Context: an optimization exercise on an open-source flow, tuned for small area and a short achievable clock period. The choices shown serve that exercise and are no tape-out recipe. RTL that was checked went through simulation tests only; none was proved equivalent to the original. For run 5, only the layout was checked, not whether the RTL still works. Power is estimated from default activity; no workload was simulated.

==> design/flow/config.mk <==
export PLATFORM = sky130hd
export DESIGN_NAME = axis_Gauss_1x5
export DESIGN_NICKNAME = axis_Gauss_1x5
export VERILOG_FILES = /design/flow/design.v
export SDC_FILE = /design/flow/constraint.sdc
export NUM_CORES = 4
export LEC_CHECK = 0
export CAP_MARGIN = 20
export CORE_MARGIN = 2
export CORE_UTILIZATION = 40
export SETUP_SLACK_MARGIN = 3
export SLEW_MARGIN = 20
export SYNTH_HIERARCHICAL = 1
export SYNTH_MINIMUM_KEEP_SIZE = 0
==> design/flow/constraint.sdc <==
create_clock -name core_clock -period 8.0 [get_ports {s_axis_aclk}]
set_input_delay 1.6000 -clock core_clock [delete_from_list [all_inputs] [get_ports {s_axis_aclk}]]
set_output_delay 1.6000 -clock core_clock [all_outputs]
set_load 0.01 [all_outputs]
==> design/flow/design.v <==
`timescale 1ns/1ns
module axis_Gauss_1x5 (
  input  logic       s_axis_aclk,
  input  logic       s_axis_arstn,
  input  logic [7:0] s_axis_tdata,
  input  logic       s_axis_tvalid,
  input  logic       s_axis_tlast,
  output logic [7:0] m_axis_tdata,
  output logic       m_axis_tvalid,
  output logic       m_axis_tlast
);
logic [7:0]  d1, d2, d3, d4;
logic        v1, v2, l1, l2;
logic [13:0] cnt;
logic [9:0] b;
always_ff @(posedge s_axis_aclk) begin
  d1 <= s_axis_tdata;
  d2 <= d1;
  d3 <= d2;
  d4 <= d3;
  v1 <= s_axis_tvalid;
  v2 <= v1;
  l1 <= s_axis_tlast;
  l2 <= l1;
  b <= bnext;
end
always_ff @(posedge s_axis_aclk) begin
  if (!s_axis_arstn || s_axis_tlast)
    cnt <= '0;
  else if (s_axis_tvalid)
    cnt <= cnt + 14'd1;
end
wire edge_pt = (cnt[13:1] == 13'd1);
wire [7:0] x0 = s_axis_tdata;
wire h1_s, h1_c;
gha h1 (.a(d1[0]), .b(d2[1]), .s(h1_s), .co(h1_c));
wire f2_s, f2_c;
gfa f2 (.a(d1[1]), .b(d2[2]), .c(h1_c), .s(f2_s), .co(f2_c));
wire f3_s, f3_c;
gfa f3 (.a(d1[2]), .b(d2[3]), .c(f2_c), .s(f3_s), .co(f3_c));
wire f4_s, f4_c;
gfa f4 (.a(d1[3]), .b(d2[4]), .c(x0[4]), .s(f4_s), .co(f4_c));
wire f5_s, f5_c;
gfa f5 (.a(d1[4]), .b(d2[5]), .c(x0[5]), .s(f5_s), .co(f5_c));
wire f6_s, f6_c;
gfa f6 (.a(d1[5]), .b(d2[6]), .c(x0[6]), .s(f6_s), .co(f6_c));
wire f7_s, f7_c;
gfa f7 (.a(d1[6]), .b(d2[7]), .c(x0[7]), .s(f7_s), .co(f7_c));
wire h8_s, h8_c;
gha h8 (.a(d2[0]), .b(x0[0]), .s(h8_s), .co(h8_c));
wire h9_s, h9_c;
gha h9 (.a(h1_s), .b(x0[1]), .s(h9_s), .co(h9_c));
wire h10_s, h10_c;
gha h10 (.a(f2_s), .b(x0[2]), .s(h10_s), .co(h10_c));
wire h11_s, h11_c;
gha h11 (.a(x0[3]), .b(f3_s), .s(h11_s), .co(h11_c));
wire h12_s, h12_c;
gha h12 (.a(f3_c), .b(f4_s), .s(h12_s), .co(h12_c));
wire h13_s, h13_c;
gha h13 (.a(f4_c), .b(f5_s), .s(h13_s), .co(h13_c));
wire h14_s, h14_c;
gha h14 (.a(f5_c), .b(f6_s), .s(h14_s), .co(h14_c));
wire h15_s, h15_c;
gha h15 (.a(f6_c), .b(f7_s), .s(h15_s), .co(h15_c));
wire h16_s, h16_c;
gha h16 (.a(d1[7]), .b(f7_c), .s(h16_s), .co(h16_c));
wire q17_x;
g_ao21 q17 (.a(h9_c), .b(h9_s), .c(h8_c), .x(q17_x));
wire q18_x;
g_and2 q18 (.a(h9_s), .b(h8_s), .x(q18_x));
wire q19_x;
g_ao21 q19 (.a(h11_c), .b(h11_s), .c(h10_c), .x(q19_x));
wire q20_x;
g_and2 q20 (.a(h11_s), .b(h10_s), .x(q20_x));
wire q21_x;
g_ao21 q21 (.a(h13_c), .b(h13_s), .c(h12_c), .x(q21_x));
wire q22_x;
g_and2 q22 (.a(h13_s), .b(h12_s), .x(q22_x));
wire q23_x;
g_ao21 q23 (.a(h15_c), .b(h15_s), .c(h14_c), .x(q23_x));
wire q24_x;
g_and2 q24 (.a(h15_s), .b(h14_s), .x(q24_x));
wire q25_x;
g_ao21 q25 (.a(h10_c), .b(h10_s), .c(q17_x), .x(q25_x));
wire q26_x;
g_and2 q26 (.a(h10_s), .b(q18_x), .x(q26_x));
wire q27_x;
g_ao21 q27 (.a(q19_x), .b(q20_x), .c(q17_x), .x(q27_x));
wire q28_x;
g_and2 q28 (.a(q20_x), .b(q18_x), .x(q28_x));
wire q29_x;
g_ao21 q29 (.a(h14_c), .b(h14_s), .c(q21_x), .x(q29_x));
wire q30_x;
g_and2 q30 (.a(h14_s), .b(q22_x), .x(q30_x));
wire q31_x;
g_ao21 q31 (.a(q23_x), .b(q24_x), .c(q21_x), .x(q31_x));
wire q32_x;
g_and2 q32 (.a(q24_x), .b(q22_x), .x(q32_x));
wire q33_x;
g_ao21 q33 (.a(h12_c), .b(h12_s), .c(q27_x), .x(q33_x));
wire q34_x;
g_and2 q34 (.a(h12_s), .b(q28_x), .x(q34_x));
wire q35_x;
g_ao21 q35 (.a(q21_x), .b(q22_x), .c(q27_x), .x(q35_x));
wire q36_x;
g_and2 q36 (.a(q22_x), .b(q28_x), .x(q36_x));
wire q37_x;
g_ao21 q37 (.a(q29_x), .b(q30_x), .c(q27_x), .x(q37_x));
wire q38_x;
g_and2 q38 (.a(q30_x), .b(q28_x), .x(q38_x));
wire q39_x;
g_ao21 q39 (.a(q31_x), .b(q32_x), .c(q27_x), .x(q39_x));
wire q40_x;
g_and2 q40 (.a(q32_x), .b(q28_x), .x(q40_x));
wire q41_x;
g_ao21 q41 (.a(h16_c), .b(h16_s), .c(q39_x), .x(q41_x));
wire q42_x;
g_and2 q42 (.a(h16_s), .b(q40_x), .x(q42_x));
wire q43_x;
g_xor2 q43 (.a(h9_s), .b(h8_c), .x(q43_x));
wire q44_x;
g_xor2 q44 (.a(h10_s), .b(q17_x), .x(q44_x));
wire q45_x;
g_xor2 q45 (.a(h11_s), .b(q25_x), .x(q45_x));
wire q46_x;
g_xor2 q46 (.a(h12_s), .b(q27_x), .x(q46_x));
wire q47_x;
g_xor2 q47 (.a(h13_s), .b(q33_x), .x(q47_x));
wire q48_x;
g_xor2 q48 (.a(h14_s), .b(q35_x), .x(q48_x));
wire q49_x;
g_xor2 q49 (.a(h15_s), .b(q37_x), .x(q49_x));
wire q50_x;
g_xor2 q50 (.a(h16_s), .b(q39_x), .x(q50_x));
wire q51_x;
g_xor2 q51 (.a(1'b0), .b(q41_x), .x(q51_x));
wire [9:0] bnext = {q51_x, q50_x, q49_x, q48_x, q47_x, q46_x, q45_x, q44_x, q43_x, h8_s};
wire q52_x;
g_and2 q52 (.a(d4[0]), .b(x0[0]), .x(q52_x));
wire f53_s, f53_c;
gfa f53 (.a(d4[1]), .b(d2[0]), .c(x0[1]), .s(f53_s), .co(f53_c));
wire q54_x;
g_and2 q54 (.a(q52_x), .b(f53_s), .x(q54_x));
wire f55_s, f55_c;
gfa f55 (.a(d4[2]), .b(d2[1]), .c(d2[0]), .s(f55_s), .co(f55_c));
wire i56 = ~d4[0];
wire f57_s, f57_c;
gfa f57 (.a(i56), .b(f55_s), .c(x0[2]), .s(f57_s), .co(f57_c));
wire i58 = ~x0[0];
wire f59_s, f59_c;
gfa f59 (.a(i58), .b(f53_c), .c(f57_s), .s(f59_s), .co(f59_c));
wire q60_x;
g_and2 q60 (.a(q54_x), .b(f59_s), .x(q60_x));
wire i61 = ~d2[2];
wire f62_s, f62_c;
gfa f62 (.a(d4[3]), .b(d4[1]), .c(i61), .s(f62_s), .co(f62_c));
wire i63 = ~f62_s;
wire f64_s, f64_c;
gfa f64 (.a(d2[1]), .b(f55_c), .c(i63), .s(f64_s), .co(f64_c));
wire i65 = ~x0[1];
wire f66_s, f66_c;
gfa f66 (.a(x0[3]), .b(i65), .c(f64_s), .s(f66_s), .co(f66_c));
wire f67_s, f67_c;
gfa f67 (.a(f57_c), .b(f66_s), .c(f59_c), .s(f67_s), .co(f67_c));
wire q68_x;
g_and2 q68 (.a(q60_x), .b(f67_s), .x(q68_x));
wire f69_s, f69_c;
gfa f69 (.a(b[0]), .b(d4[4]), .c(d2[3]), .s(f69_s), .co(f69_c));
wire i70 = ~d4[2];
wire f71_s, f71_c;
gfa f71 (.a(i70), .b(d2[2]), .c(d4[3]), .s(f71_s), .co(f71_c));
wire i72 = ~f62_c;
wire f73_s, f73_c;
gfa f73 (.a(i72), .b(f69_s), .c(f71_s), .s(f73_s), .co(f73_c));
wire f74_s, f74_c;
gfa f74 (.a(x0[4]), .b(f64_c), .c(f73_s), .s(f74_s), .co(f74_c));
wire i75 = ~x0[2];
wire f76_s, f76_c;
gfa f76 (.a(i75), .b(f66_c), .c(f74_s), .s(f76_s), .co(f76_c));
wire h77_s, h77_c;
gha h77 (.a(f76_s), .b(f67_c), .s(h77_s), .co(h77_c));
wire f78_s, f78_c;
gfa f78 (.a(b[1]), .b(d4[3]), .c(b[0]), .s(f78_s), .co(f78_c));
wire f79_s, f79_c;
gfa f79 (.a(d4[5]), .b(d4[0]), .c(d2[4]), .s(f79_s), .co(f79_c));
wire f80_s, f80_c;
gfa f80 (.a(d2[3]), .b(f69_c), .c(f71_c), .s(f80_s), .co(f80_c));
wire i81 = ~f78_s;
wire f82_s, f82_c;
gfa f82 (.a(i81), .b(f79_s), .c(x0[5]), .s(f82_s), .co(f82_c));
wire f83_s, f83_c;
gfa f83 (.a(x0[0]), .b(f80_s), .c(f73_c), .s(f83_s), .co(f83_c));
wire i84 = ~x0[3];
wire f85_s, f85_c;
gfa f85 (.a(i84), .b(f82_s), .c(f74_c), .s(f85_s), .co(f85_c));
wire f86_s, f86_c;
gfa f86 (.a(f83_s), .b(f76_c), .c(f85_s), .s(f86_s), .co(f86_c));
wire f87_s, f87_c;
gfa f87 (.a(d4[6]), .b(d4[1]), .c(d2[5]), .s(f87_s), .co(f87_c));
wire i88 = ~d2[4];
wire f89_s, f89_c;
gfa f89 (.a(b[2]), .b(d4[4]), .c(i88), .s(f89_s), .co(f89_c));
wire i90 = ~f78_c;
wire f91_s, f91_c;
gfa f91 (.a(i90), .b(f79_c), .c(f87_s), .s(f91_s), .co(f91_c));
wire i92 = ~f89_s;
wire f93_s, f93_c;
gfa f93 (.a(i92), .b(f80_c), .c(x0[6]), .s(f93_s), .co(f93_c));
wire i94 = ~x0[4];
wire f95_s, f95_c;
gfa f95 (.a(i94), .b(x0[1]), .c(f91_s), .s(f95_s), .co(f95_c));
wire f96_s, f96_c;
gfa f96 (.a(f82_c), .b(f83_c), .c(f93_s), .s(f96_s), .co(f96_c));
wire f97_s, f97_c;
gfa f97 (.a(f95_s), .b(f85_c), .c(f96_s), .s(f97_s), .co(f97_c));
wire f98_s, f98_c;
gfa f98 (.a(d4[7]), .b(d4[2]), .c(d2[6]), .s(f98_s), .co(f98_c));
wire i99 = ~d2[5];
wire f100_s, f100_c;
gfa f100 (.a(b[3]), .b(d4[5]), .c(i99), .s(f100_s), .co(f100_c));
wire i101 = ~f89_c;
wire f102_s, f102_c;
gfa f102 (.a(f87_c), .b(i101), .c(f98_s), .s(f102_s), .co(f102_c));
wire i103 = ~f100_s;
wire f104_s, f104_c;
gfa f104 (.a(i103), .b(f91_c), .c(x0[7]), .s(f104_s), .co(f104_c));
wire i105 = ~x0[5];
wire f106_s, f106_c;
gfa f106 (.a(i105), .b(x0[2]), .c(f102_s), .s(f106_s), .co(f106_c));
wire f107_s, f107_c;
gfa f107 (.a(f93_c), .b(f95_c), .c(f104_s), .s(f107_s), .co(f107_c));
wire f108_s, f108_c;
gfa f108 (.a(f106_s), .b(f96_c), .c(f107_s), .s(f108_s), .co(f108_c));
wire f109_s, f109_c;
gfa f109 (.a(b[0]), .b(d4[3]), .c(d2[7]), .s(f109_s), .co(f109_c));
wire i110 = ~d2[6];
wire f111_s, f111_c;
gfa f111 (.a(b[4]), .b(d4[6]), .c(i110), .s(f111_s), .co(f111_c));
wire i112 = ~f100_c;
wire f113_s, f113_c;
gfa f113 (.a(f98_c), .b(i112), .c(f109_s), .s(f113_s), .co(f113_c));
wire i114 = ~f102_c;
wire f115_s, f115_c;
gfa f115 (.a(f111_s), .b(i114), .c(x0[6]), .s(f115_s), .co(f115_c));
wire f116_s, f116_c;
gfa f116 (.a(x0[3]), .b(f113_s), .c(f104_c), .s(f116_s), .co(f116_c));
wire i117 = ~f115_s;
wire f118_s, f118_c;
gfa f118 (.a(f106_c), .b(i117), .c(f107_c), .s(f118_s), .co(f118_c));
wire h119_s, h119_c;
gha h119 (.a(f116_s), .b(f108_c), .s(h119_s), .co(h119_c));
wire f120_s, f120_c;
gfa f120 (.a(b[1]), .b(d4[4]), .c(d2[7]), .s(f120_s), .co(f120_c));
wire i121 = ~f109_c;
wire f122_s, f122_c;
gfa f122 (.a(b[5]), .b(d4[7]), .c(i121), .s(f122_s), .co(f122_c));
wire i123 = ~f111_c;
wire f124_s, f124_c;
gfa f124 (.a(i123), .b(f120_s), .c(f113_c), .s(f124_s), .co(f124_c));
wire f125_s, f125_c;
gfa f125 (.a(x0[7]), .b(i94), .c(f122_s), .s(f125_s), .co(f125_c));
wire i126 = ~f124_s;
wire f127_s, f127_c;
gfa f127 (.a(f115_c), .b(i126), .c(f125_s), .s(f127_s), .co(f127_c));
wire i128 = ~f127_s;
wire f129_s, f129_c;
gfa f129 (.a(f116_c), .b(i128), .c(f118_c), .s(f129_s), .co(f129_c));
wire i130 = ~b[6];
wire f131_s, f131_c;
gfa f131 (.a(i130), .b(b[2]), .c(d4[5]), .s(f131_s), .co(f131_c));
wire i132 = ~f122_c;
wire f133_s, f133_c;
gfa f133 (.a(f120_c), .b(f131_s), .c(i132), .s(f133_s), .co(f133_c));
wire i134 = ~f125_c;
wire f135_s, f135_c;
gfa f135 (.a(x0[5]), .b(f124_c), .c(i134), .s(f135_s), .co(f135_c));
wire i136 = ~f127_c;
wire f137_s, f137_c;
gfa f137 (.a(f133_s), .b(i136), .c(f135_s), .s(f137_s), .co(f137_c));
wire f138_s, f138_c;
gfa f138 (.a(b[7]), .b(b[3]), .c(d4[6]), .s(f138_s), .co(f138_c));
wire f139_s, f139_c;
gfa f139 (.a(f131_c), .b(f138_s), .c(x0[6]), .s(f139_s), .co(f139_c));
wire f140_s, f140_c;
gfa f140 (.a(f133_c), .b(f139_s), .c(f135_c), .s(f140_s), .co(f140_c));
wire f141_s, f141_c;
gfa f141 (.a(b[8]), .b(b[4]), .c(d4[7]), .s(f141_s), .co(f141_c));
wire i142 = ~b[7];
wire f143_s, f143_c;
gfa f143 (.a(i142), .b(f138_c), .c(f141_s), .s(f143_s), .co(f143_c));
wire f144_s, f144_c;
gfa f144 (.a(x0[7]), .b(f143_s), .c(f139_c), .s(f144_s), .co(f144_c));
wire i145 = ~b[8];
wire f146_s, f146_c;
gfa f146 (.a(b[9]), .b(b[5]), .c(i145), .s(f146_s), .co(f146_c));
wire f147_s, f147_c;
gfa f147 (.a(f141_c), .b(f146_s), .c(f143_c), .s(f147_s), .co(f147_c));
wire i148 = ~b[9];
wire f149_s, f149_c;
gfa f149 (.a(b[6]), .b(i148), .c(f146_c), .s(f149_s), .co(f149_c));
wire h150_s, h150_c;
gha h150 (.a(q68_x), .b(h77_s), .s(h150_s), .co(h150_c));
wire h151_s, h151_c;
gha h151 (.a(h77_c), .b(f86_s), .s(h151_s), .co(h151_c));
wire h152_s, h152_c;
gha h152 (.a(f86_c), .b(f97_s), .s(h152_s), .co(h152_c));
wire h153_s, h153_c;
gha h153 (.a(f97_c), .b(f108_s), .s(h153_s), .co(h153_c));
wire h154_s, h154_c;
gha h154 (.a(f118_s), .b(h119_s), .s(h154_s), .co(h154_c));
wire h155_s, h155_c;
gha h155 (.a(h119_c), .b(f129_s), .s(h155_s), .co(h155_c));
wire q156_x;
g_ao21 q156 (.a(h151_c), .b(h151_s), .c(h150_c), .x(q156_x));
wire q157_x;
g_and2 q157 (.a(h151_s), .b(h150_s), .x(q157_x));
wire q158_x;
g_ao21 q158 (.a(h153_c), .b(h153_s), .c(h152_c), .x(q158_x));
wire q159_x;
g_and2 q159 (.a(h153_s), .b(h152_s), .x(q159_x));
wire q160_x;
g_ao21 q160 (.a(h155_c), .b(h155_s), .c(h154_c), .x(q160_x));
wire q161_x;
g_and2 q161 (.a(h155_s), .b(h154_s), .x(q161_x));
wire q162_x;
g_ao21 q162 (.a(h152_c), .b(h152_s), .c(q156_x), .x(q162_x));
wire q163_x;
g_and2 q163 (.a(h152_s), .b(q157_x), .x(q163_x));
wire q164_x;
g_ao21 q164 (.a(q158_x), .b(q159_x), .c(q156_x), .x(q164_x));
wire q165_x;
g_and2 q165 (.a(q159_x), .b(q157_x), .x(q165_x));
wire q166_x;
g_ao21 q166 (.a(h154_c), .b(h154_s), .c(q164_x), .x(q166_x));
wire q167_x;
g_and2 q167 (.a(h154_s), .b(q165_x), .x(q167_x));
wire q168_x;
g_ao21 q168 (.a(q160_x), .b(q161_x), .c(q164_x), .x(q168_x));
wire q169_x;
g_and2 q169 (.a(q161_x), .b(q165_x), .x(q169_x));
wire [7:0] ua = {i148, i145, i142, f149_s, f147_s, f144_s, f137_c, f137_s};
wire [7:0] ub = {b[8], b[7], f149_c, f147_c, f144_c, f140_c, f140_s, f129_c};
wire uc = q168_x;
logic [7:0] oa, ob;
logic oc;
logic       ept;
always_ff @(posedge s_axis_aclk) begin
  oa <= ua;
  ob <= ub;
  oc <= uc;
  ept <= edge_pt;
  m_axis_tvalid <= v2;
  m_axis_tlast  <= l2 & ~edge_pt;
end
wire [7:0] fsum = {(oa[7] ^ ob[7]) ^ ((oa[6] & ob[6]) | (oa[6] ^ ob[6]) & (oa[5] & ob[5]) | (oa[6] ^ ob[6]) & (oa[5] ^ ob[5]) & (oa[4] & ob[4]) | (oa[6] ^ ob[6]) & (oa[5] ^ ob[5]) & (oa[4] ^ ob[4]) & (oa[3] & ob[3]) | (oa[6] ^ ob[6]) & (oa[5] ^ ob[5]) & (oa[4] ^ ob[4]) & (oa[3] ^ ob[3]) & (oa[2] & ob[2]) | (oa[6] ^ ob[6]) & (oa[5] ^ ob[5]) & (oa[4] ^ ob[4]) & (oa[3] ^ ob[3]) & (oa[2] ^ ob[2]) & (oa[1] & ob[1]) | (oa[6] ^ ob[6]) & (oa[5] ^ ob[5]) & (oa[4] ^ ob[4]) & (oa[3] ^ ob[3]) & (oa[2] ^ ob[2]) & (oa[1] ^ ob[1]) & (oa[0] & ob[0]) | (oa[6] ^ ob[6]) & (oa[5] ^ ob[5]) & (oa[4] ^ ob[4]) & (oa[3] ^ ob[3]) & (oa[2] ^ ob[2]) & (oa[1] ^ ob[1]) & (oa[0] ^ ob[0]) & oc), (oa[6] ^ ob[6]) ^ ((oa[5] & ob[5]) | (oa[5] ^ ob[5]) & (oa[4] & ob[4]) | (oa[5] ^ ob[5]) & (oa[4] ^ ob[4]) & (oa[3] & ob[3]) | (oa[5] ^ ob[5]) & (oa[4] ^ ob[4]) & (oa[3] ^ ob[3]) & (oa[2] & ob[2]) | (oa[5] ^ ob[5]) & (oa[4] ^ ob[4]) & (oa[3] ^ ob[3]) & (oa[2] ^ ob[2]) & (oa[1] & ob[1]) | (oa[5] ^ ob[5]) & (oa[4] ^ ob[4]) & (oa[3] ^ ob[3]) & (oa[2] ^ ob[2]) & (oa[1] ^ ob[1]) & (oa[0] & ob[0]) | (oa[5] ^ ob[5]) & (oa[4] ^ ob[4]) & (oa[3] ^ ob[3]) & (oa[2] ^ ob[2]) & (oa[1] ^ ob[1]) & (oa[0] ^ ob[0]) & oc), (oa[5] ^ ob[5]) ^ ((oa[4] & ob[4]) | (oa[4] ^ ob[4]) & (oa[3] & ob[3]) | (oa[4] ^ ob[4]) & (oa[3] ^ ob[3]) & (oa[2] & ob[2]) | (oa[4] ^ ob[4]) & (oa[3] ^ ob[3]) & (oa[2] ^ ob[2]) & (oa[1] & ob[1]) | (oa[4] ^ ob[4]) & (oa[3] ^ ob[3]) & (oa[2] ^ ob[2]) & (oa[1] ^ ob[1]) & (oa[0] & ob[0]) | (oa[4] ^ ob[4]) & (oa[3] ^ ob[3]) & (oa[2] ^ ob[2]) & (oa[1] ^ ob[1]) & (oa[0] ^ ob[0]) & oc), (oa[4] ^ ob[4]) ^ ((oa[3] & ob[3]) | (oa[3] ^ ob[3]) & (oa[2] & ob[2]) | (oa[3] ^ ob[3]) & (oa[2] ^ ob[2]) & (oa[1] & ob[1]) | (oa[3] ^ ob[3]) & (oa[2] ^ ob[2]) & (oa[1] ^ ob[1]) & (oa[0] & ob[0]) | (oa[3] ^ ob[3]) & (oa[2] ^ ob[2]) & (oa[1] ^ ob[1]) & (oa[0] ^ ob[0]) & oc), (oa[3] ^ ob[3]) ^ ((oa[2] & ob[2]) | (oa[2] ^ ob[2]) & (oa[1] & ob[1]) | (oa[2] ^ ob[2]) & (oa[1] ^ ob[1]) & (oa[0] & ob[0]) | (oa[2] ^ ob[2]) & (oa[1] ^ ob[1]) & (oa[0] ^ ob[0]) & oc), (oa[2] ^ ob[2]) ^ ((oa[1] & ob[1]) | (oa[1] ^ ob[1]) & (oa[0] & ob[0]) | (oa[1] ^ ob[1]) & (oa[0] ^ ob[0]) & oc), (oa[1] ^ ob[1]) ^ ((oa[0] & ob[0]) | (oa[0] ^ ob[0]) & oc), (oa[0] ^ ob[0]) ^ oc};
assign m_axis_tdata = ept ? d3 : fsum;
endmodule
module g_maj3 (
  input  logic a,
  input  logic b,
  input  logic c,
  output logic x
);
assign x = (a & b) | (a & c) | (b & c);
endmodule
module g_or2 (
  input  logic a,
  input  logic b,
  output logic x
);
assign x = a | b;
endmodule
module g_and2 (
  input  logic a,
  input  logic b,
  output logic x
);
assign x = a & b;
endmodule
module g_xor2 (
  input  logic a,
  input  logic b,
  output logic x
);
assign x = a ^ b;
endmodule
module g_ao21 (
  input  logic a,
  input  logic b,
  input  logic c,
  output logic x
);
assign x = a | (b & c);
endmodule
module gha (
  input  logic a,
  input  logic b,
  output logic s,
  output logic co
);
assign s  = a ^ b;
assign co = a & b;
endmodule
module gfa (
  input  logic a,
  input  logic b,
  input  logic c,
  output logic s,
  output logic co
);
assign s  = a ^ b ^ c;
assign co = (a & b) | (a & c) | (b & c);
endmodule
==> design/flow/flow/run.sh <==
#!/bin/bash
# Layout flow: the standard flow, with plain buffers on the ports and a clock
# tree of small buffers without dummy loads.
export BUFFER_PORTS_ARGS="-buffer_cell sky130_fd_sc_hd__buf_2"
export CTS_ARGS="-sink_clustering_enable -repair_clock_nets -dont_use_dummy_load -buf_list \"sky130_fd_sc_hd__clkbuf_4 sky130_fd_sc_hd__clkbuf_8\""
bash standard.sh > standard.log 2>&1
==> design/flow/standard.sh <==
#!/bin/bash
# synth_recipe.tcl (not shown) runs the flow's synth.tcl, then flattens the netlist and writes it again
# the make line also repeats each setting of config.mk as NAME=value (left out here)
make -C /OpenROAD-flow-scripts/flow DESIGN_CONFIG=/design/flow/config.mk WORK_HOME=/design/flow/orfs CLKGATE_MAP_FILE= SYNTH_SCRIPT=/design/flow/synth_recipe.tcl "${@:-finish}"
==> flow_summary.yaml, run 1 <==
status:
  status: "timing/DRC/antenna clean"
worst_setup_path:
  end_kind: "register"
  critPathLaunchType: "input port"
  crit_type: "input port to register"
  critPathMaxFanout: 4
  crit_required_ps: 8230
  crit_arrival_ps: 4230
clock_network:
  htreeDepth: 3
  postCtsSetupBuffers: 0
  clk_root_buffer_cell: "clkbuf_8"
  cts_resized: 0
  cts_buffer_depth: 2
  hold_buffers: 0
  cts_tree: "yes"
  clk_latency_ps: 340
  path_clk_slew_ps: 70
  cts_made_buffers: 9
  cts.sinks: 80
global_route:
  grt_max_degree: 18
  globalRouteOverflowTotal: 0
  grt_pass1_wl_um: 13000
  track_usage_pct: 14.6
  antenna_found_initial: 0
  grt_pass1_vias: 2839
die:
  die_x_um: 108
  die_area_mm2: 0.0117
  rows: 38
  start_util_pct: 40.5
  io_pins: 22
  die_h_um: 108
  coreArea_mm2: 0.0107
flow_run:
  cap_violations: 0
placement:
  io_buffers: 21
  place_ws_ps: 3630
  post-dp-hpwl_um: 6210
  place_congestion: 0.865
route:
  avgViaCountPerCell: 4.79
  drc: 0
  postRouteAntennaNets: 0
  drt-total-wl_um: 7420
  drt_iter0_markers: 76
  wl_per_cell_um: 14.2
  via_count: 2498
  dr.pass1.iters: 4
synthesis:
  synthDistinctLibCells: 41
  yosysWarnings: 7
  syn_inst: 356
  syn_area_mm2: 0.00434
  synth_fp_nets: 460
  syn_area_per_cell_um2: 12.2
  ys_seq_area_share_pct: 36.9
  ys_ff_latch: 80
layout:
  layout_common_cells: "dfxtp_1 (80), fa_1 (66), inv_1 (39)"
  mostFrequentLayoutCell: "dfxtp_1"
  nFillCells: 1014
  diodes: 0
  final_util_pct: 44.2
  area.growth.synth_to_final_pct: 8.95
  nNetsFinal: 488
  layout-drive-gt1-share_pct: 8.90
power:
  power.internal_uw: 1060
  p_sw_share_pct: 38.7
  pwr-share-comb_pct: 56.1
  p_seq_share_pct: 31.0
  p_clk_share_pct: 12.9
  switchingPower_uw: 670
  ir_worst_vdd_mv: 0.254
  p_leak_uw: 0.00212
  p_per_area_mw_per_mm2: 366
  finalPower_uw: 1730
timing:
  final.period_utilization_pct: 50.1
  setup_slack_ps: 4000
  layout_min_cycle_time_ps: 4000
  setup-tns-final_ps: 0
  fin_skew_ps: 28.1
  holdWs_ps: 330
  maxSlewHeadroom_pct: 64.3
  drv_slew: 0
  finalSetupViolations: 0
  rsz0062_at_grt: "no"
  worst_pin_slew_ps: 536
  max_freq_ghz: 0.250
  hold_viol: 0
hold_path:
  hp-class: "register to register"
==> routing by layer <==
metal | vias up | share of wire [%] | track usage (%)
met5 | - | 0 | 0
met4 | 0 | 1.5 | 4.76
met3 | 8 | 2.5 | 3.32
met2 | 36 | 52 | 26.6
met1 | 1244 | 44 | 16.9
li1 | 1210 | - | -
==> per-module statistics from Yosys (local to each module, per instance) <==
module          times used  cell area, um2
g_and2                  11            6.26
g_xor2                   9            8.76
g_ao21                  18            7.51
axis_Gauss_1x5           1            2530
gha                     18            12.5
gfa                     65            20.0
==> flip-flops by register name, indices dropped and copies added (netlist names), 8 cells and up <==
name  cells
b        10
cnt      14
d1        8
d2        8
d3        8
d4        8
oa        8
ob        8
==> kinds of logic after synthesis <==
logic type                 share of synthesized area [%]
adders and majority gates                           38.0
DFF                                                 36.9
and+or+nand+nor                                     9.15
buffers and inverters                               3.75
AOI/OAI and AO/OA                                   7.01
xor gates and xnor gates                            4.85
other                                             0.0865
muxes                                              0.231
==> through the flow <==
step	instances	cell area (um2)
finish	522	4720
global placement	513	4600
detailed placement	513	4600
floorplan	356	4340
CTS	522	4720
global route	522	4720
==> cells in the mapped netlist (all sizes together) <==
cell    number  area [um2]
mux2i        1        10.0
a211o        1        8.76
buf          1        5.00
nand2       12        45.0
nand3        6        30.0
a22o         2        17.5
o21ba        1        10.0
a311oi       1        8.76
a21o        20         151
nand4        6        37.5
nor3b        2        15.0
and3         2        12.5
and4         2        17.5
a31oi        1        6.26
nand3b       1        7.51
conb         1        3.75
and2        12        75.1
nand2b       1        6.26
a211oi       2        20.0
ha          26         325
xnor2        7        61.3
nor3         3        15.0
a21oi        4        20.0
or4          2        15.0
fa          66        1320
a221oi       1        8.76
nor2b        1        6.26
clkbuf       3        11.3
o21ai        6        30.0
nor2        16        60.1
dfxtp       80        1600
o31ai        3        22.5
inv         39         146
nor4         5        37.5
or4b         1        10.0
xor2        17         149
or3          1        6.26
==> worst max-delay path, cell delays in order <==
cell,delay [ps]
buf_2,160
inv_1,120
fa_1,450
fa_1,420
fa_1,400
fa_1,450
ha_1,300
a21o_1,180
a21o_1,140
==> cell type report <==
type | instances | area, um2 | share of cell area [%]
Multi-Input combinational cell | 233 | 2570 | 54.4
Sequential cell | 80 | 1600 | 33.9
Tap cell | 140 | 175 | 3.71
Inverter | 39 | 146 | 3.10
Clock buffer | 9 | 124 | 2.62
Timing Repair Buffer | 21 | 105 | 2.23
==> power by group through the flow <==
stage | Clock [uW] | Sequential (uW) | Combinational [uW]
2_1_floorplan | 0 | 530 | 750
3_3_place_gp | 0 | 549 | 967
3_5_place_dp | 0 | 549 | 989
4_1_cts | 233 | 540 | 996
5_1_grt | 248 | 548 | 1150
6_report | 224 | 536 | 971
==> path summary, 6_finish.rpt <==
check | slack, ps | to | cells after the start | startpoint
hold reg to reg | 330 | m_axis_tvalid$_DFF_P_ | 0 | v2$_DFF_P_
setup reg to reg | 4110 | oc$_DFF_P_ | 10 | d4[2]$_DFF_P_
hold / removal | 330 | m_axis_tvalid$_DFF_P_ | 0 | v2$_DFF_P_
setup / recovery | 4000 | oc$_DFF_P_ | 9 | s_axis_tdata[4]
==> inputs of run 2 (changes only) <==
--- a/design/flow/config.mk
+++ b/design/flow/config.mk
@@ -9,5 +9,5 @@
 export CORE_MARGIN = 2
 export CORE_UTILIZATION = 40
-export SETUP_SLACK_MARGIN = 3
+export SETUP_SLACK_MARGIN = 4
 export SLEW_MARGIN = 20
 export SYNTH_HIERARCHICAL = 1
==> run 2 against run 1 <==
Net effect: still clean; core utilization rose by 0.059 points; clock power barely moved; sequential share of layout area barely moved; cell area rose by 0.13%; register-to-register slack improved by 70 ps; count of clock-buffer cells in the layout did not move; routed wire length rose by 0.67%; critical endpoint unchanged; largest cell class unchanged.
==> flow_summary.yaml, run 2 <==
worst_setup_path:
  crit_arrival_ps: 4140
  worstReg2RegStart: "d4[2]$_DFF_P_"
  critPathMaxFanout: 5
  cp_num_cells: 8
  max_stage_delay_ps: 460
  cp_slowest_cell: "fa_1"
  crit_required_ps: 8230
  startpoint: "s_axis_tdata[7]"
  rr_endpoint: "oc$_DFF_P_"
  path_cells: "buf_2 -> fa_1 -> fa_1 -> fa_1 -> fa_1 -> ha_1 -> and2_1 -> a21o_1"
  r2r_cells: 10
  cpMostUsedCell: "fa_1"
  critPathBufInv: 1
  path_delay_family: "adder cells"
  r2r_setup_slack_ps: 4180
  critPathLaunchType: "input port"
  end_kind: "register"
  endpoint: "oc$_DFF_P_"
  crit_type: "input port to register"
route:
  drt-total-wl_um: 7470
  drt_iter0_markers: 60
  postRouteAntennaNets: 0
  wl_per_cell_um: 14.3
  avgViaCountPerCell: 4.80
  via_count: 2503
  drc: 0
  dr.pass1.iters: 4
power:
  pwr-share-comb_pct: 56.3
  p_per_area_mw_per_mm2: 369
  p_clk_share_pct: 12.9
  p_leak_uw: 0.00212
  ir_worst_vdd_mv: 0.191
  p_sw_share_pct: 39.0
  switchingPower_uw: 680
  finalPower_uw: 1750
  p_seq_share_pct: 30.7
  power.internal_uw: 1070
die:
  rows: 38
  die_area_mm2: 0.0117
  die_h_um: 108
  io_pins: 22
  die_x_um: 108
  coreArea_mm2: 0.0107
  start_util_pct: 40.5
synthesis:
  ys_ff_latch: 80
  yosysMostFrequentCell: "dfxtp_1"
  synth_top_cell_by_area: "dfxtp_1"
  synth_edf_count: 0
  synth-main-ff-cell: "dfxtp_1"
  ys_seq_area_share_pct: 36.9
  synth.area.top_cells: "dfxtp_1 (37%), fa_1 (30%), ha_1 (7.5%)"
  syn_inst: 356
  synth_common_cells: "dfxtp_1 (80), fa_1 (66), inv_1 (39)"
  syn_area_mm2: 0.00434
  synthDistinctLibCells: 41
  synth_fp_nets: 460
  synth.top_cell.area_share_pct: 36.9
  yosysWarnings: 7
  ys_async_sr_fraction_pct: 0
  syn_area_per_cell_um2: 12.2
global_route:
  globalRouteOverflowTotal: 0
  grt_max_degree: 18
  antenna_found_initial: 0
  grt_pass1_wl_um: 13100
  grt_pass1_vias: 2794
  track_usage_pct: 14.9
status:
  status: "timing/DRC/antenna clean"
placement:
  placed_cells: 513
  io_buffers: 21
  post-dp-hpwl_um: 6190
  place_area_mm2: 0.00460
  place_congestion: 0.807
clock_network:
  cts_buffer_depth: 2
  postCtsSetupBuffers: 0
  cts_made_buffers: 9
  cts_tree: "yes"
  hold_buffers: 0
  cts_resized: 0
  htreeDepth: 3
  path_clk_slew_ps: 70
  clk_root_buffer_cell: "clkbuf_8"
  cts.sinks: 80
  clk_latency_ps: 350
timing:
  max_freq_ghz: 0.256
  layout_min_cycle_time_ps: 3910
  final.period_utilization_pct: 48.8
  maxSlewHeadroom_pct: 64.1
  fin_skew_ps: 33.4
  worst_pin_slew_ps: 538
  finalSetupViolations: 0
  setup-tns-final_ps: 0
  hold_viol: 0
  rsz0062_at_grt: "no"
  drv_slew: 0
layout:
  final_area_mm2: 0.00473
  layout_common_cells: "dfxtp_1 (79), fa_1 (65), inv_1 (38)"
  reg_top3: "cnt (14), b (10)"
  final_util_pct: 44.2
  area.growth.synth_to_final_pct: 9.09
  nNetsFinal: 488
  top_register: "cnt"
  final_cells: 522
  mostFrequentLayoutCell: "dfxtp_1"
  largest_reg_flops: 14
  layout-drive-gt1-share_pct: 9.69
  diodes: 0
  nFillCells: 1015
hold_path:
  holdCritStartpoint: "v2$_DFF_P_"
  hp-class: "register to register"
flow_run:
  cap_violations: 0
-- run 2: cell counts after synthesis --
No cell type changed its count.
-- run 2: how the worst min path moves through the flow --
stage	to	slack, ps	cells past startpoint
after floorplan	l2$_DFF_P_	310	0
after global placement	l2$_DFF_P_	310	0
after detailed placement	m_axis_tvalid$_DFF_P_	310	0
after CTS	m_axis_tvalid$_DFF_P_	330	0
after global routing	m_axis_tvalid$_DFF_P_	340	0
final	m_axis_tvalid$_DFF_P_	330	0
-- run 2: cell type report --
class | instances | area, um2 | area share (%)
multi-input combinational | 233 | 2570 | 54.4
sequential | 80 | 1600 | 33.9
tap | 140 | 175 | 3.70
inverter | 39 | 146 | 3.10
clock buffer | 9 | 124 | 2.62
timing repair buffer | 21 | 108 | 2.28
-- run 2: per-stage QoR --
step                      worst slack (ps)  hold WS, ps
after CTS                             4040          333
after global placement                3730          312
after detailed placement              3670          315
after floorplan                       4030          310
after global routing                  4030          336
final                                 4090          327
-- run 2: worst reg2reg max path, cell delays in order (launching register included) --
cell	delay, ps
dfxtp_2	380
inv_1	70
fa_1	430
fa_1	440
fa_1	450
fa_1	460
fa_1	390
fa_1	460
ha_1	300
and2_1	160
a21o_1	170
-- run 2: kinds of logic (layout without fill, tap and decap cells) --
logic type | Yosys count | after routing | share of synthesized area [%]
fa+ha+maj | 92 | 92 | 38.0
flops | 80 | 80 | 36.9
simple gates | 73 | 73 | 9.15
buf+inv | 43 | 69 | 3.75
compound gates | 42 | 42 | 7.01
xor+xnor | 24 | 24 | 4.85
other cells | 1 | 1 | 0.0865
mux | 1 | 1 | 0.231
-- run 2: layer usage --
layer  GRT usage [%]  routed length [um]
met4            5.49                 119
met5               0                   0
met3            3.07                 148
met2            27.0                3900
met1            17.2                3300
-- run 2: per-module statistics from Yosys (local to each module, per instance) --
module / cells inside / copies in the design / cell area [um2]
gfa: 1 / 65 / 20.0
g_ao21: 1 / 18 / 7.51
g_and2: 1 / 11 / 6.26
gha: 1 / 18 / 12.5
g_xor2: 1 / 9 / 8.76
axis_Gauss_1x5: 235 / 1 / 2530
-- run 2: power groups by stage --
stage / Combinational [uW] / Sequential [uW] / Clock, uW
finish: 983 / 536 / 226
global route: 1150 / 548 / 253
CTS: 1010 / 539 / 234
detailed placement: 1000 / 549 / 0
global placement: 966 / 549 / 0
floorplan: 750 / 530 / 0
==> inputs of run 3 (changes only) <==
--- a/design/flow/config.mk
+++ b/design/flow/config.mk
@@ -9,5 +9,5 @@
 export CORE_MARGIN = 2
 export CORE_UTILIZATION = 40
-export SETUP_SLACK_MARGIN = 4
+export SETUP_SLACK_MARGIN = 4.6
 export SLEW_MARGIN = 20
 export SYNTH_HIERARCHICAL = 1
==> run 3 against run 2 <==
Net effect: still clean; hold slack is essentially flat; clock power shrank 3%; flip-flop and latch count unchanged; combinational power grew 18%; global-route usage shrank 0.10 points; register-to-register slack better by 190 ps; final cell count up 0.96%; count of clock-buffer cells in the layout stayed put; area after synthesis did not move; clock skew fell by 1.0 ps; fmax grew 5.6%.
==> flow_summary.yaml, run 3 <==
placement:
  place_area_mm2: 0.00461
  post-dp-hpwl_um: 6200
  io_buffers: 21
  place_congestion: 0.814
synthesis:
  synth_fp_nets: 460
  yosysWarnings: 7
  synthDistinctLibCells: 41
  synthSimpleGateAreaFrac_pct: 9.15
  ys_seq_area_share_pct: 36.9
  synth_edf_count: 0
  synth-compound-area-share_pct: 7.01
  synth_top_family_by_area: "adder cells"
  synth_xor_area_share_pct: 4.85
  synth_top_cell_by_area: "dfxtp_1"
  yosysMostFrequentCell: "dfxtp_1"
  syn_area_mm2: 0.00434
  synth_common_cells: "dfxtp_1 (80), fa_1 (66), inv_1 (39)"
  synth.area.top_cells: "dfxtp_1 (37%), fa_1 (30%), ha_1 (7.5%)"
  ys_async_sr_fraction_pct: 0
  syn_inst: 356
  synth.top_cell.area_share_pct: 36.9
  ys_ff_latch: 80
  syn_area_per_cell_um2: 12.2
  synthAdderAreaFrac_pct: 38.0
  synth-main-ff-cell: "dfxtp_1"
  muxShareOfSynthArea_pct: 0.231
die:
  die_h_um: 108
  rows: 38
  start_util_pct: 40.5
  io_pins: 22
  die_x_um: 108
  die_area_mm2: 0.0117
  coreArea_mm2: 0.0107
worst_setup_path:
  crit_required_ps: 8230
  path_delay_family: "adder cells"
  cp_slowest_cell: "fa_1"
  critPathMaxFanout: 3
  critPathBufInv: 1
  path_cells: "buf_12 -> fa_1 -> fa_2 -> fa_2 -> fa_1 -> ha_4 -> a21o_1 -> a21o_1"
  crit_arrival_ps: 3930
  crit_type: "input port to register"
  critPathLaunchType: "input port"
  max_stage_delay_ps: 540
  end_kind: "register"
route:
  avgViaCountPerCell: 4.85
  top_layer_used: "met4"
  drt-met1-wl_um: 3190
  wl_per_cell_um: 14.5
  route.met3.wl_um: 300
  drc: 0
  via_count: 2556
  drt_iter0_markers: 74
  dr.pass1.iters: 4
  drt-total-wl_um: 7630
  postRouteAntennaNets: 0
  met2_length_um: 4000
layout:
  layout_common_cells: "dfxtp_1 (67), fa_1 (57), inv_1 (38)"
  final_area_mm2: 0.00496
  mostFrequentLayoutCell: "dfxtp_1"
  reg_top3: "cnt (14), b (10)"
  area.growth.synth_to_final_pct: 14.5
  layout-drive-gt1-share_pct: 19.4
  top_register: "cnt"
  nNetsFinal: 493
  largest_reg_flops: 14
  diodes: 0
  final_util_pct: 46.4
global_route:
  antenna_found_initial: 0
  grt_pass1_wl_um: 12900
  track_usage_pct: 14.7
  grt_max_degree: 18
  globalRouteOverflowTotal: 0
  grt_pass1_vias: 2714
timing:
  final.period_utilization_pct: 46.2
  setup-tns-final_ps: 0
  hold_viol: 0
  fin_skew_ps: 32.4
  worst_pin_slew_ps: 582
  holdWs_ps: 327
  finalSetupViolations: 0
  max_freq_ghz: 0.270
  maxSlewHeadroom_pct: 61.2
  layout_min_cycle_time_ps: 3700
  rsz0062_at_grt: "yes"
  drv_slew: 0
clock_network:
  cts_buffer_depth: 2
  clk_root_buffer_cell: "clkbuf_8"
  cts_tree: "yes"
  hold_buffers: 0
  htreeDepth: 3
  path_clk_slew_ps: 70
  cts_made_buffers: 9
  cts.sinks: 80
  clk_latency_ps: 340
hold_path:
  hp-class: "register to register"
power:
  p_leak_uw: 0.00217
  p_per_area_mw_per_mm2: 389
  ir_worst_vdd_mv: 0.244
status:
  status: "timing/DRC/antenna clean"
flow_run:
  cap_violations: 0
==> run 3: metrics by stage <==
stage,power [uW],std cells,worst slack [ps]
after detailed placement,1540,513,3850
after CTS,1840,524,4310
after global placement,1510,513,3860
after floorplan,1280,356,4130
final,1930,527,4300
after global routing,2160,527,4230
==> run 3: Yosys stat by module (local to each module, per instance) <==
| module | cells | copies in the design | flops+latches | area (um2) |
|---|---|---|---|---|
| g_and2 | 1 | 11 | 0 | 6.26 |
| g_ao21 | 1 | 18 | 0 | 7.51 |
| gha | 1 | 18 | 0 | 12.5 |
| axis_Gauss_1x5 | 235 | 1 | 80 | 2530 |
| gfa | 1 | 65 | 0 | 20.0 |
| g_xor2 | 1 | 9 | 0 | 8.76 |
==> run 3: path summary, 6_finish.rpt <==
path / from / end / slack (ps) / cells past startpoint
worst min-delay path: v2$_DFF_P_ / m_axis_tvalid$_DFF_P_ / 330 / 0
worst min register to register: v2$_DFF_P_ / m_axis_tvalid$_DFF_P_ / 330 / 0
worst max register to register: d4[6]$_DFF_P_ / oc$_DFF_P_ / 4370 / 9
worst max-delay path: s_axis_tdata[7] / oc$_DFF_P_ / 4300 / 8
==> run 3: cell families after synthesis <==
logic type | after synthesis
other cells | 1
compound gates | 42
xor+xnor | 24
simple gates | 73
flops | 80
buf+inv | 43
fa+ha+maj | 92
mux | 1
==> run 3: repair_timing <==
| item | 4_1_cts | 5_1_grt |
|---|---|---|
| buffers inserted | 2 | 3 |
| gates resized for setup | 28 | 25 |
| setup endpoints to repair | 7 | 7 |
| pin swaps | 7 | 10 |
| cloned | 0 | 0 |
==> run 3: metal layers <==
metal	vias up	GRT usage [%]
li1	1224	-
met1	1288	17.5
met2	35	25.7
met3	9	3.80
met4	0	5.59
met5	-	0
==> run 3: power by group <==
group	leakage, uW	switching, uW	total, uW	internal (uW)
Clock	0.0000647	120	220	100
Sequential	0.000670	65.9	552	487
Combinational	0.00143	554	1160	602
==> run 3: layout make-up <==
type,instances,area [um2]
Sequential cell,80,1620
Multi-Input combinational cell,233,2710
Tap cell,140,175
Timing Repair Buffer,26,186
Clock buffer,9,124
Fill cell,1005,5730
Inverter,39,149
==> run 3: worst reg2reg max path, stage by stage, from the launching register on <==
cell and delay (ps):
dfxtp_2 360, fa_1 560, fa_1 440, fa_2 390
fa_2 370, fa_2 350, fa_1 540, ha_4 210
a21o_1 170, a21o_1 150
==> inputs of run 4 (changes only) <==
--- a/design/flow/config.mk
+++ b/design/flow/config.mk
@@ -9,5 +9,5 @@
 export CORE_MARGIN = 2
 export CORE_UTILIZATION = 40
-export SETUP_SLACK_MARGIN = 4.6
+export SETUP_SLACK_MARGIN = 4.3
 export SLEW_MARGIN = 20
 export SYNTH_HIERARCHICAL = 1
==> run 4 against run 3 <==
Net effect: critical path depth did not move; critical endpoint unchanged; routed wire length decreased by 1.3%; hold slack is the same; combinational power is 6% lower; highest routed layer unchanged; die area unchanged; sequential share of layout area is 0.36 points higher; power decreased by 3.7%; fmax barely moved; clock power hardly changed; global-route usage decreased by 0.092 points.
==> flow_summary.yaml, run 4 <==
clock_network:
  path_clk_slew_ps: 70
  cts.sinks: 80
  clk_root_buffer_cell: "clkbuf_8"
  cts_tree: "yes"
  htreeDepth: 3
  clk_latency_ps: 340
  hold_buffers: 0
  cts_made_buffers: 9
  cts_buffer_depth: 2
worst_setup_path:
  critPathMaxFanout: 3
  end_kind: "register"
  max_stage_delay_ps: 540
  worstReg2RegStart: "d4[6]$_DFF_P_"
  path_delay_family: "adder cells"
  rr_endpoint: "oc$_DFF_P_"
  crit_type: "input port to register"
  crit_arrival_ps: 3930
  cp_slowest_cell: "fa_1"
  critPathBufInv: 1
  crit_required_ps: 8230
  r2r_setup_slack_ps: 4370
  critPathLaunchType: "input port"
  path_cells: "buf_12 -> fa_1 -> fa_2 -> fa_2 -> fa_1 -> ha_4 -> a21o_1 -> a21o_1"
  r2r_cells: 9
synthesis:
  syn_area_per_cell_um2: 12.2
  synth_top_cell_by_area: "dfxtp_1"
  yosysWarnings: 7
  syn_area_mm2: 0.00434
  syn_inst: 356
  ys_async_sr_fraction_pct: 0
  synthDistinctLibCells: 41
  synth_edf_count: 0
  synth.top_cell.area_share_pct: 36.9
  synth-main-ff-cell: "dfxtp_1"
  synth_common_cells: "dfxtp_1 (80), fa_1 (66), inv_1 (39)"
  ys_seq_area_share_pct: 36.9
  synth.area.top_cells: "dfxtp_1 (37%), fa_1 (30%), ha_1 (7.5%)"
  synth_fp_nets: 460
  ys_ff_latch: 80
  yosysMostFrequentCell: "dfxtp_1"
timing:
  setup-tns-final_ps: 0
  fin_skew_ps: 32.4
  worst_pin_slew_ps: 549
  max_freq_ghz: 0.270
  holdWs_ps: 327
  hold_viol: 0
  rsz0062_at_grt: "yes"
  final.period_utilization_pct: 46.3
  finalSetupViolations: 0
  layout_min_cycle_time_ps: 3700
  drv_slew: 0
  maxSlewHeadroom_pct: 63.4
global_route:
  antenna_found_initial: 0
  track_usage_pct: 14.7
  globalRouteOverflowTotal: 0
  grt_max_degree: 18
  grt_pass1_vias: 2707
  grt_pass1_wl_um: 12900
route:
  wl_per_cell_um: 14.4
  drt_iter0_markers: 78
  avgViaCountPerCell: 4.84
  dr.pass1.iters: 4
  drc: 0
  postRouteAntennaNets: 0
  via_count: 2538
  drt-total-wl_um: 7530
placement:
  io_buffers: 21
  post-dp-hpwl_um: 6200
  place_congestion: 0.814
  placed_cells: 513
layout:
  final_cells: 524
  area.growth.synth_to_final_pct: 13.1
  top_register: "cnt"
  layout_common_cells: "dfxtp_1 (69), fa_1 (56), inv_1 (38)"
  nNetsFinal: 490
  layout-drive-gt1-share_pct: 17.4
  mostFrequentLayoutCell: "dfxtp_1"
  largest_reg_flops: 14
  diodes: 0
  reg_top3: "cnt (14), b (10)"
hold_path:
  holdPathStages: 0
  hp-class: "register to register"
  hold_end: "m_axis_tvalid$_DFF_P_"
  holdCritStartpoint: "v2$_DFF_P_"
die:
  start_util_pct: 40.5
  io_pins: 22
  die_x_um: 108
  coreArea_mm2: 0.0107
  die_h_um: 108
  die_area_mm2: 0.0117
  rows: 38
status:
  status: "timing/DRC/antenna clean"
power:
  p_leak_uw: 0.00214
  p_per_area_mw_per_mm2: 379
  ir_worst_vdd_mv: 0.243
flow_run:
  cap_violations: 0
[run 4: worst max path at each step]
stage,start,end,depth (start not counted)
finish,s_axis_tdata[7],oc$_DFF_P_,8
global route,oa[3]$_DFF_P_,m_axis_tdata[7],6
CTS,oa[1]$_DFF_P_,m_axis_tdata[7],6
detailed placement,s_axis_tdata[4],oc$_DFF_P_,9
global placement,s_axis_tdata[4],oc$_DFF_P_,9
floorplan,s_axis_tdata[7],oc$_DFF_P_,7
[run 4: final cells by class]
type,instances,area (um2)
tap,140,175
timing repair buffer,23,164
sequential,80,1620
fill,1008,5800
multi-input combinational,233,2670
clock buffer,9,124
inverter,39,149
[run 4: cells by family after synthesis]
group | synth area share (%)
buf+inv | 3.75
other cells | 0.0865
fa+ha+maj | 38.0
xor+xnor | 4.85
flops | 36.9
simple gates | 9.15
mux | 0.231
compound gates | 7.01
[run 4: power by group]
group / internal [uW] / switching, uW / leakage [uW] / total, uW
Combinational: 558 / 531 / 0.00140 / 1090
Clock: 100 / 119 / 0.0000647 / 220
Sequential: 485 / 63.3 / 0.000670 / 549
Total: 1140 / 713 / 0.00214 / 1860
[run 4: layer usage]
metal / GRT usage, % / wire length (um) / up-vias
met5: 0 / 0 / -
met4: 5.59 / 136 / 0
met3: 3.80 / 262 / 9
met2: 25.6 / 3910 / 29
met1: 17.4 / 3220 / 1282
li1: - / - / 1218
[run 4: what timing repair did]
| item | CTS | global route |
|---|---|---|
| endpoints found under the setup margin | 2 | 4 |
| setup buffers | 1 | 1 |
| pin swaps | 5 | 7 |
| resized for setup | 15 | 31 |
[run 4: modules after synthesis (local to each module, per instance)]
module	cells	cell area (um2)
g_ao21	1	7.51
g_and2	1	6.26
gha	1	12.5
g_xor2	1	8.76
gfa	1	20.0
axis_Gauss_1x5	235	2530
[run 4: metrics by stage]
stage	worst slack, ps	total power [uW]	cell area (um2)	utilization [%]
floorplan	4130	1280	4340	-
global placement	3860	1510	4610	43.1
detailed placement	3850	1540	4610	43.1
CTS	4280	1780	4780	44.7
global route	4240	2090	4900	45.8
finish	4300	1860	4900	45.8
==> inputs of run 5 (changes only) <==
--- a/design/flow/design.v
+++ b/design/flow/design.v
@@ -339,7 +339,27 @@
 wire q169_x;
 g_and2 q169 (.a(q161_x), .b(q165_x), .x(q169_x));
+wire q170_x;
+g_ao21 q170 (.a(h153_c), .b(h153_s), .c(h152_c), .x(q170_x));
+wire q171_x;
+g_and2 q171 (.a(h153_s), .b(h152_s), .x(q171_x));
+wire q172_x;
+g_ao21 q172 (.a(h151_c), .b(h151_s), .c(h150_c), .x(q172_x));
+wire q173_x;
+g_and2 q173 (.a(h151_s), .b(h150_s), .x(q173_x));
+wire q174_x;
+g_ao21 q174 (.a(h154_c), .b(h154_s), .c(q170_x), .x(q174_x));
+wire q175_x;
+g_and2 q175 (.a(h154_s), .b(q171_x), .x(q175_x));
+wire q176_x;
+g_ao21 q176 (.a(q174_x), .b(q175_x), .c(q172_x), .x(q176_x));
+wire q177_x;
+g_and2 q177 (.a(q175_x), .b(q173_x), .x(q177_x));
+wire q178_x;
+g_ao21 q178 (.a(h155_c), .b(h155_s), .c(q176_x), .x(q178_x));
+wire q179_x;
+g_and2 q179 (.a(h155_s), .b(q177_x), .x(q179_x));
 wire [7:0] ua = {i148, i145, i142, f149_s, f147_s, f144_s, f137_c, f137_s};
 wire [7:0] ub = {b[8], b[7], f149_c, f147_c, f144_c, f140_c, f140_s, f129_c};
-wire uc = q168_x;
+wire uc = q178_x;
 logic [7:0] oa, ob;
 logic oc;
==> run 5 against run 4 <==
Net effect: area after synthesis unchanged; critical path depth up 1; sequential power about the same; clock power up 4%; first-iteration DRC count down 3.8%; worst setup slack worse by 120 ps.
==> flow_summary.yaml, run 5 <==
global_route:
  grt_max_degree: 18
  track_usage_pct: 14.7
  grt_pass1_wl_um: 12700
  antenna_found_initial: 0
  globalRouteOverflowTotal: 0
  grt_pass1_vias: 2674
die:
  io_pins: 22
  rows: 38
  coreArea_mm2: 0.0107
  start_util_pct: 40.5
  die_h_um: 108
  die_area_mm2: 0.0117
  die_x_um: 108
clock_network:
  path_clk_slew_ps: 80
  cts.sinks: 80
  cts_tree: "yes"
  clk_latency_ps: 350
  clk_root_buffer_cell: "clkbuf_8"
  cts_made_buffers: 9
  hold_buffers: 0
  htreeDepth: 3
  cts_buffer_depth: 2
synthesis:
  synth_edf_count: 0
  syn_inst: 356
  syn_area_mm2: 0.00434
  yosysWarnings: 7
  synth_common_cells: "dfxtp_1 (80), fa_1 (66), inv_1 (39)"
  synthDistinctLibCells: 41
  synth.top_cell.area_share_pct: 36.9
  synth.area.top_cells: "dfxtp_1 (37%), fa_1 (30%), ha_1 (7.5%)"
  synth_top_cell_by_area: "dfxtp_1"
  ys_ff_latch: 80
  ys_async_sr_fraction_pct: 0
  synth-main-ff-cell: "dfxtp_1"
  yosysMostFrequentCell: "dfxtp_1"
  syn_area_per_cell_um2: 12.2
  synth_fp_nets: 460
  ys_seq_area_share_pct: 36.9
layout:
  layout-drive-gt1-share_pct: 16.8
  area.growth.synth_to_final_pct: 13.7
  diodes: 0
  reg_top3: "cnt (14), b (10)"
  top_register: "cnt"
  mostFrequentLayoutCell: "dfxtp_1"
  layout_common_cells: "dfxtp_1 (72), fa_1 (62), inv_1 (38)"
  nNetsFinal: 493
  final_area_mm2: 0.00493
  largest_reg_flops: 14
timing:
  holdWs_ps: 340
  hold_viol: 0
  layout_min_cycle_time_ps: 3820
  finalSetupViolations: 0
  maxSlewHeadroom_pct: 64.5
  fin_skew_ps: 26.1
  rsz0062_at_grt: "yes"
  final.period_utilization_pct: 47.7
  max_freq_ghz: 0.262
  worst_pin_slew_ps: 531
  drv_slew: 0
  setup-tns-final_ps: 0
  setup_slack_ps: 4180
placement:
  place_ws_ps: 3730
  place_area_mm2: 0.00462
  post-dp-hpwl_um: 6160
  io_buffers: 21
  place_congestion: 0.836
worst_setup_path:
  path_cells: "clkbuf_4 -> fa_2 -> fa_1 -> fa_1 -> ha_1 -> and2_1 -> and2_1 -> a21o_1 -> a21o_1"
  max_stage_delay_ps: 540
  critPathMaxFanout: 5
  crit_required_ps: 8220
  end_kind: "register"
  crit_type: "input port to register"
  crit_arrival_ps: 4040
  critPathLaunchType: "input port"
  cp_slowest_cell: "fa_2"
route:
  via_count: 2529
  wl_per_cell_um: 14.7
  avgViaCountPerCell: 4.80
  postRouteAntennaNets: 0
  drc: 0
  drt-total-wl_um: 7720
  drt_iter0_markers: 75
  dr.pass1.iters: 4
power:
  p_per_area_mw_per_mm2: 393
  p_leak_uw: 0.00216
  ir_worst_vdd_mv: 0.259
  finalPower_uw: 1940
hold_path:
  hp-class: "register to register"
flow_run:
  cap_violations: 0
status:
  status: "timing/DRC/antenna clean"
[run 5: cell counts after synthesis]
Identical to the previous run, type by type.
[run 5: per-module statistics from Yosys, one instance, submodules excluded]
module          cells inside  area (um2)
axis_Gauss_1x5           235        2530
g_and2                     1        6.26
g_ao21                     1        7.51
g_xor2                     1        8.76
gfa                        1        20.0
gha                        1        12.5
[run 5: critical path: cells and delay by family]
family	cells	cell delay (ps)
buf+inv	1	170
simple gates	2	270
compound gates	2	310
fa+ha+maj	4	1690
[run 5: cell type report]
cell class / count / area, um2
clock buffers: 9 / 124
fillers: 994 / 5770
multi-input cells: 233 / 2700
repair buffers: 26 / 173
inverters: 39 / 146
well taps: 140 / 175
flip-flops and latches: 80 / 1610
[run 5: timing repair]
item / in CTS / in global routing
resized for setup: 19 / 16
endpoints found under the hold margin: 0 / 0
buffers inserted: 3 / 2
endpoints found under the setup margin: 2 / 5
pin swaps: 9 / 7
[run 5: logic make-up after synthesis]
group,synth area share [%]
other,0.0865
XOR/XNOR,4.85
AND/OR/NAND/NOR,9.15
multiplexers,0.231
adder cells (fa/ha/maj),38.0
AO/OA/AOI/OAI,7.01
buffers and inverters,3.75
flip-flops,36.9
[run 5: path summary, 6_finish.rpt]
| kind | from | to | slack, ps | cells after the start |
|---|---|---|---|---|
| worst min register to register | v2$_DFF_P_ | m_axis_tvalid$_DFF_P_ | 340 | 0 |
| worst max register to register | d2[5]$_DFF_P_ | oc$_DFF_P_ | 4240 | 10 |
| worst max-delay path | s_axis_tdata[6] | oc$_DFF_P_ | 4180 | 9 |
| worst min-delay path | v2$_DFF_P_ | m_axis_tvalid$_DFF_P_ | 340 | 0 |
[run 5: stage by stage]
step	cells	util, %
finish	527	46.1
global route	527	46.1
CTS	525	45.2
detailed placement	513	43.2
global placement	513	43.2
floorplan	356	-
[run 5: per-layer routing]
metal | up-vias | track usage [%] | share of wire (%)
met5 | - | 0 | 0
met4 | 0 | 7.42 | 2.9
met3 | 11 | 2.89 | 3.0
met2 | 39 | 25.5 | 51
met1 | 1252 | 17.2 | 43
li1 | 1227 | - | -
[run 5: report_power, final]
group | switching, uW | leakage [uW] | internal (uW) | total, uW
Combinational | 557 | 0.00142 | 601 | 1160
Sequential | 66.4 | 0.000669 | 486 | 552
Clock | 127 | 0.0000647 | 101 | 228

==> afterwards: timing with drivers on the ports <==
How much do the figures lean on ideal ports? The routed layouts below were timed once more, with nothing changed but the port constraints. Step 1, drivers: a clkbuf_16 drives s_axis_aclk and a buf_2 each remaining input, both assumed. Step 2, shift: input delay + t, output delay - t, t = (earliest + latest rising clock arrival at the registers) / 2. This alone moves slack from input paths to output paths. a / b / c = ideal / step 1 / step 2; a / b = the first two.
run | shift t [ns] | slack for setup (ns) | hold WS [ns] | slew at the worst register clock pin (ns) | worst data-port slew with drivers (ns)
run 1 | 0.354 | 3.995 / 4.003 / 3.650 | 0.330 / 0.330 / 0.330 | 0.09 / 0.09 | 0.03
run 2 | 0.361 | 4.093 / 4.102 / 3.741 | 0.327 / 0.327 / 0.327 | 0.09 / 0.09 | 0.03
run 3 | 0.361 | 4.301 / 4.285 / 3.924 | 0.327 / 0.327 / 0.327 | 0.08 / 0.08 | 0.06
run 4 | 0.361 | 4.299 / 4.284 / 3.923 | 0.327 / 0.327 / 0.327 | 0.08 / 0.08 | 0.06
run 5 | 0.369 | 4.182 / 4.193 / 3.824 | 0.340 / 0.340 / 0.340 | 0.08 / 0.08 | 0.05
After both steps every run listed still meets setup and hold. For run 3, which loses most, drivers alone change the setup slack by -0.016 ns; drivers and shift together by -0.377 ns.
